What follows belongs to an exercise in optimizing a design on an open flow for small area; a production flow would make more cautious choices.
Where RTL was checked, it was by simulation tests only, not by an equivalence proof against the original.
No activity file was given, so power comes from the tool's default toggle rates.

==> flow/design.v (excerpt) <==
module lbmem(input CLK, input RESET, input [7:0] wdata, input wen, output [7:0] rdata, output valid);
Size: roughly 1,100 cells after synthesis, about 520 flip-flops, about 20 I/O pins, about 0.014 mm2 of cells after synthesis.
clock: 8.0 ns
lec_check: 0
abc_area: 1
cap_margin: 20
core_margin: 2
core_utilization: 78
setup_slack_margin: 0.2
slew_margin: 20
standard.sh (not shown) runs the stock make flow with config.mk's settings and CLKGATE_MAP_FILE= SYNTH_SCRIPT=/design/flow/synth_recipe.tcl, a recipe that flattens the netlist after the stock synthesis.
==> flow/flow/run.sh <==
#!/bin/bash
# Standard ORFS layout with three changes:
#  - synthesis maps the logic with an area-oriented ABC script and without
#    Yosys's adder extraction (registers are unchanged: same synthesis script,
#    only the combinational mapping differs);
#  - the clock tree is built without dummy loads, from one buffer size;
#  - the port buffers are the smallest buffer.
# Full tool output goes to flow.log; ORFS's per-step logs stay under orfs/logs/.
set -euo pipefail
W=$PWD
rm -rf "$W/myscripts"
cp -r "$FLOW_HOME/scripts" "$W/myscripts"
printf 'strash\ndch\namap\ntopo\n' > "$W/myscripts/abc_area.script"
CTS="-sink_clustering_enable -repair_clock_nets -dont_use_dummy_load -buf_list sky130_fd_sc_hd__clkbuf_4 -sink_clustering_size 12 -sink_clustering_max_diameter 50"
bash standard.sh "SCRIPTS_DIR=$W/myscripts" "ADDER_MAP_FILE=" "ABC_AREA=1" "CTS_ARGS=$CTS" \
  "BUFFER_PORTS_ARGS=-buffer_cell sky130_fd_sc_hd__buf_1" finish > "$W/flow.log" 2>&1
Next try:
--- a/flow/config.mk
+++ b/flow/config.mk
@@ -10,3 +10,3 @@
 export CORE_MARGIN = 2
-export CORE_UTILIZATION = 78
+export CORE_UTILIZATION = 70
 export SETUP_SLACK_MARGIN = 0.2
The changed run passed the timing, DRC and antenna checks.
Setup slack improves by 0.0097 ns.
Sequential share of layout area drops by 0.33 points.
Clock power shrinks by about 0.7%.
Global-route usage decreases by 3.5 points.
Count of clock-buffer cells in the layout is unchanged.
Register-to-register slack loses 0.02 ns.
Next try:
--- a/flow/config.mk
+++ b/flow/config.mk
@@ -10,3 +10,4 @@
 export CORE_MARGIN = 2
-export CORE_UTILIZATION = 70
+export CORE_UTILIZATION = 78
+export PLACE_DENSITY = 0.9
 export SETUP_SLACK_MARGIN = 0.2
Clock-buffer cell count does not change.
Synthesized cell count does not change.
Power grows by 1.2%.
Next try:
--- a/flow/config.mk
+++ b/flow/config.mk
@@ -8,7 +8,7 @@
 export ABC_AREA = 1
-export CAP_MARGIN = 20
+export CAP_MARGIN = 10
 export CORE_MARGIN = 2
-export CORE_UTILIZATION = 78
-export PLACE_DENSITY = 0.9
+export CORE_UTILIZATION = 70
+export GPL_TIMING_DRIVEN = 0
 export SETUP_SLACK_MARGIN = 0.2
-export SLEW_MARGIN = 20
+export SLEW_MARGIN = 10
=> Core utilization drops by 7.1 points. Routed wire length goes down by 8.2%. Clock skew is lower by 0.025 ns. Worst hold slack gets worse by 0.0095 ns. Clock-buffer cell count is unchanged.

lbmem, a different RTL version from the one above (not shown whole).
Size: about 690 cells after synthesis, about 520 flip-flops, ~20 I/O pins, ~16000 sq um of cells after synthesis.
Settings: LEC_CHECK=0, ABC_AREA=1, CAP_MARGIN=20, CORE_MARGIN=2, CORE_UTILIZATION=75, SETUP_SLACK_MARGIN=0.2, SLEW_MARGIN=20; clock period 8.0 ns.
==> flow/flow/run.sh <==
#!/bin/bash
# Standard ORFS layout, with the clock tree built without dummy loads and the
# port buffers taken as the smallest buffer. Full tool output goes to flow.log;
# ORFS's per-step logs stay under orfs/logs/.
set -euo pipefail
CTS="-sink_clustering_enable -repair_clock_nets -dont_use_dummy_load -buf_list sky130_fd_sc_hd__clkbuf_16 -sink_clustering_size 40 -sink_clustering_max_diameter 60"
bash standard.sh "CTS_ARGS=$CTS" "BUFFER_PORTS_ARGS=-buffer_cell sky130_fd_sc_hd__buf_1" finish > flow.log 2>&1
The baseline did not get past 4_1_cts, error DPL-0033.
Change:
==> flow/flow/run.sh (replaced) <==
#!/bin/bash
# Standard ORFS layout with three changes:
#  - synthesis maps the logic with an area-oriented ABC script and without
#    Yosys's adder extraction (registers are unchanged: same synthesis script,
#    only the combinational mapping differs);
#  - the clock tree is built without dummy loads, from one buffer size;
#  - the port buffers are the smallest buffer.
# Full tool output goes to flow.log; ORFS's per-step logs stay under orfs/logs/.
set -euo pipefail
W=$PWD
rm -rf "$W/myscripts"
cp -r "$FLOW_HOME/scripts" "$W/myscripts"
printf 'strash\ndch\namap\ntopo\n' > "$W/myscripts/abc_area.script"
CTS="-sink_clustering_enable -repair_clock_nets -dont_use_dummy_load -buf_list sky130_fd_sc_hd__clkbuf_4 -sink_clustering_size 12 -sink_clustering_max_diameter 50"
bash standard.sh "SCRIPTS_DIR=$W/myscripts" "ADDER_MAP_FILE=" "ABC_AREA=1" "CTS_ARGS=$CTS" \
  "BUFFER_PORTS_ARGS=-buffer_cell sky130_fd_sc_hd__buf_1" finish > "$W/flow.log" 2>&1
--- a/flow/config.mk
+++ b/flow/config.mk
@@ -11 +11 @@
-export CORE_UTILIZATION = 75
+export CORE_UTILIZATION = 80
Effect: Now the flow never finished: it broke off in 3_5_place_dp; synthesized area is lower by 2.3%; synthesized cell count is lower by about 14%.
Change:
--- a/flow/config.mk
+++ b/flow/config.mk
@@ -11 +11 @@
-export CORE_UTILIZATION = 80
+export CORE_UTILIZATION = 70
After rerunning: This time the run completed with no timing, DRC or antenna violations. Synthesized area is unchanged. Synthesized cell count stays the same.

The RTL this note starts from:
==> flow/design.v <==
module lbmem(input CLK, input RESET, input [7:0] wdata, input wen, output [7:0] rdata, output valid);
  reg [7:0] sr [0:63];
  reg state;
  reg [2:0] cnt;
  integer i;
  wire we = wen & ~RESET;
  always @(posedge CLK) begin
    if (we) begin
      sr[0] <= wdata;
      for (i = 1; i < 64; i = i + 1)
        sr[i] <= sr[i-1];
    end
  end
  always @(posedge CLK or posedge RESET) begin
    if (RESET) begin
      state <= 1'b0;
      cnt <= 3'h0;
    end else begin
      if (state == 1'b0) begin
        cnt <= cnt + {2'h0, wen};
        state <= (cnt == 3'h7 & wen);
      end else begin
        cnt <= wen ? cnt : cnt - 1'b1;
        state <= (cnt != 3'h1 | wen);
      end
    end
  end
  assign valid = (state & (cnt != 3'h1 | wen)) | (cnt == 3'h7 & wen);
  wire [2:0] sel = wen ? cnt - 3'd1 : cnt - 3'd2;
  reg [7:0] rd;
  always @(*) begin
    case (sel)
      3'd0: rd = sr[0];
      3'd1: rd = sr[1];
      3'd2: rd = sr[2];
      3'd3: rd = sr[3];
      3'd4: rd = sr[4];
      3'd5: rd = sr[5];
      3'd6: rd = sr[6];
      default: rd = sr[63];
    endcase
  end
  assign rdata = rd;
endmodule
Settings: LEC_CHECK=0, CAP_MARGIN=20, CORE_MARGIN=2, CORE_UTILIZATION=60, SETUP_SLACK_MARGIN=0.2, SLEW_MARGIN=20; clock period 8.0 ns.
==> flow/flow/run.sh <==
#!/bin/bash
# Standard ORFS layout, with the clock tree built without dummy loads and the
# port buffers taken as the smallest buffer. Full tool output goes to flow.log;
# ORFS's per-step logs stay under orfs/logs/.
set -euo pipefail
CTS="-sink_clustering_enable -repair_clock_nets -dont_use_dummy_load -buf_list sky130_fd_sc_hd__clkbuf_16 -sink_clustering_size 30 -sink_clustering_max_diameter 60"
bash standard.sh "CTS_ARGS=$CTS" "BUFFER_PORTS_ARGS=-buffer_cell sky130_fd_sc_hd__buf_1" finish > flow.log 2>&1
==> next run, changes <==
==> flow/run.sh (new file) <==
#!/bin/bash
# synth_recipe.tcl (not shown) runs the flow's synth.tcl, then flattens the netlist and writes it again
# the make line also repeats each setting of config.mk as NAME=value (left out here)
make -C /OpenROAD-flow-scripts/flow DESIGN_CONFIG=/design/flow/config.mk WORK_HOME=/design/flow/orfs CLKGATE_MAP_FILE= SYNTH_SCRIPT=/design/flow/synth_recipe.tcl finish
--- a/flow/config.mk
+++ b/flow/config.mk
@@ -10,0 +11 @@
+export CTS_BUF_LIST = sky130_fd_sc_hd__clkbuf_4 sky130_fd_sc_hd__clkbuf_8
removed: flow/flow/run.sh
removed: flow/standard.sh
After rerunning:
- The changed run went through all stages and came out clean
- cell count increases by 9.7%
- power increases by 12%
- wire length increases by 2.0%
- die area is unchanged
- synthesized cell count does not change
- maximum frequency decreases by 10%
- clock-buffer cell count increases by 68
No run of this note included a check of the RTL's function; only the layout flow was run.

static timing again, ports no longer ideal:
No port has a modelled driver above. Below, the same layouts with a new extraction and two added sets of constraints. Step 1 assumes that a clkbuf_16 drives the clock port and a buf_2 every other input. Step 2 also shifts input and output timing later by t, the mid clock arrival at the registers, as if the neighbouring blocks saw the same clock. a / b / c = ideal / step 1 / step 2; a / b = the first two.
run | t, ns | setup slack, ns | hold WS [ns]
the first run of note 1 | 0.679 | 2.135 / 2.113 / 2.113 | 0.370 / 0.370 / 0.370
the second run of note 1 | 0.694 | 2.145 / 2.123 / 2.123 | 0.369 / 0.369 / 0.369
the third run of note 1 | 0.716 | 2.131 / 2.104 / 2.104 | 0.383 / 0.383 / 0.383
the fourth run of note 1 | 0.710 | 2.103 / 2.078 / 2.078 | 0.373 / 0.373 / 0.373
the third run of note 2 | 0.675 | 2.250 / 2.223 / 2.223 | 0.379 / 0.379 / 0.379
the first run of note 3 | 0.541 | 2.283 / 2.198 / 2.198 | 0.392 / 0.392 / 0.392
the second run of note 3 | 0.611 | 1.623 / 1.568 / 1.568 | 0.394 / 0.394 / 0.394
After both steps every run listed still meets setup and hold. The setup slack of the first run of note 3, which loses most, moves by -0.085 ns with the drivers and by -0.085 ns with both steps.
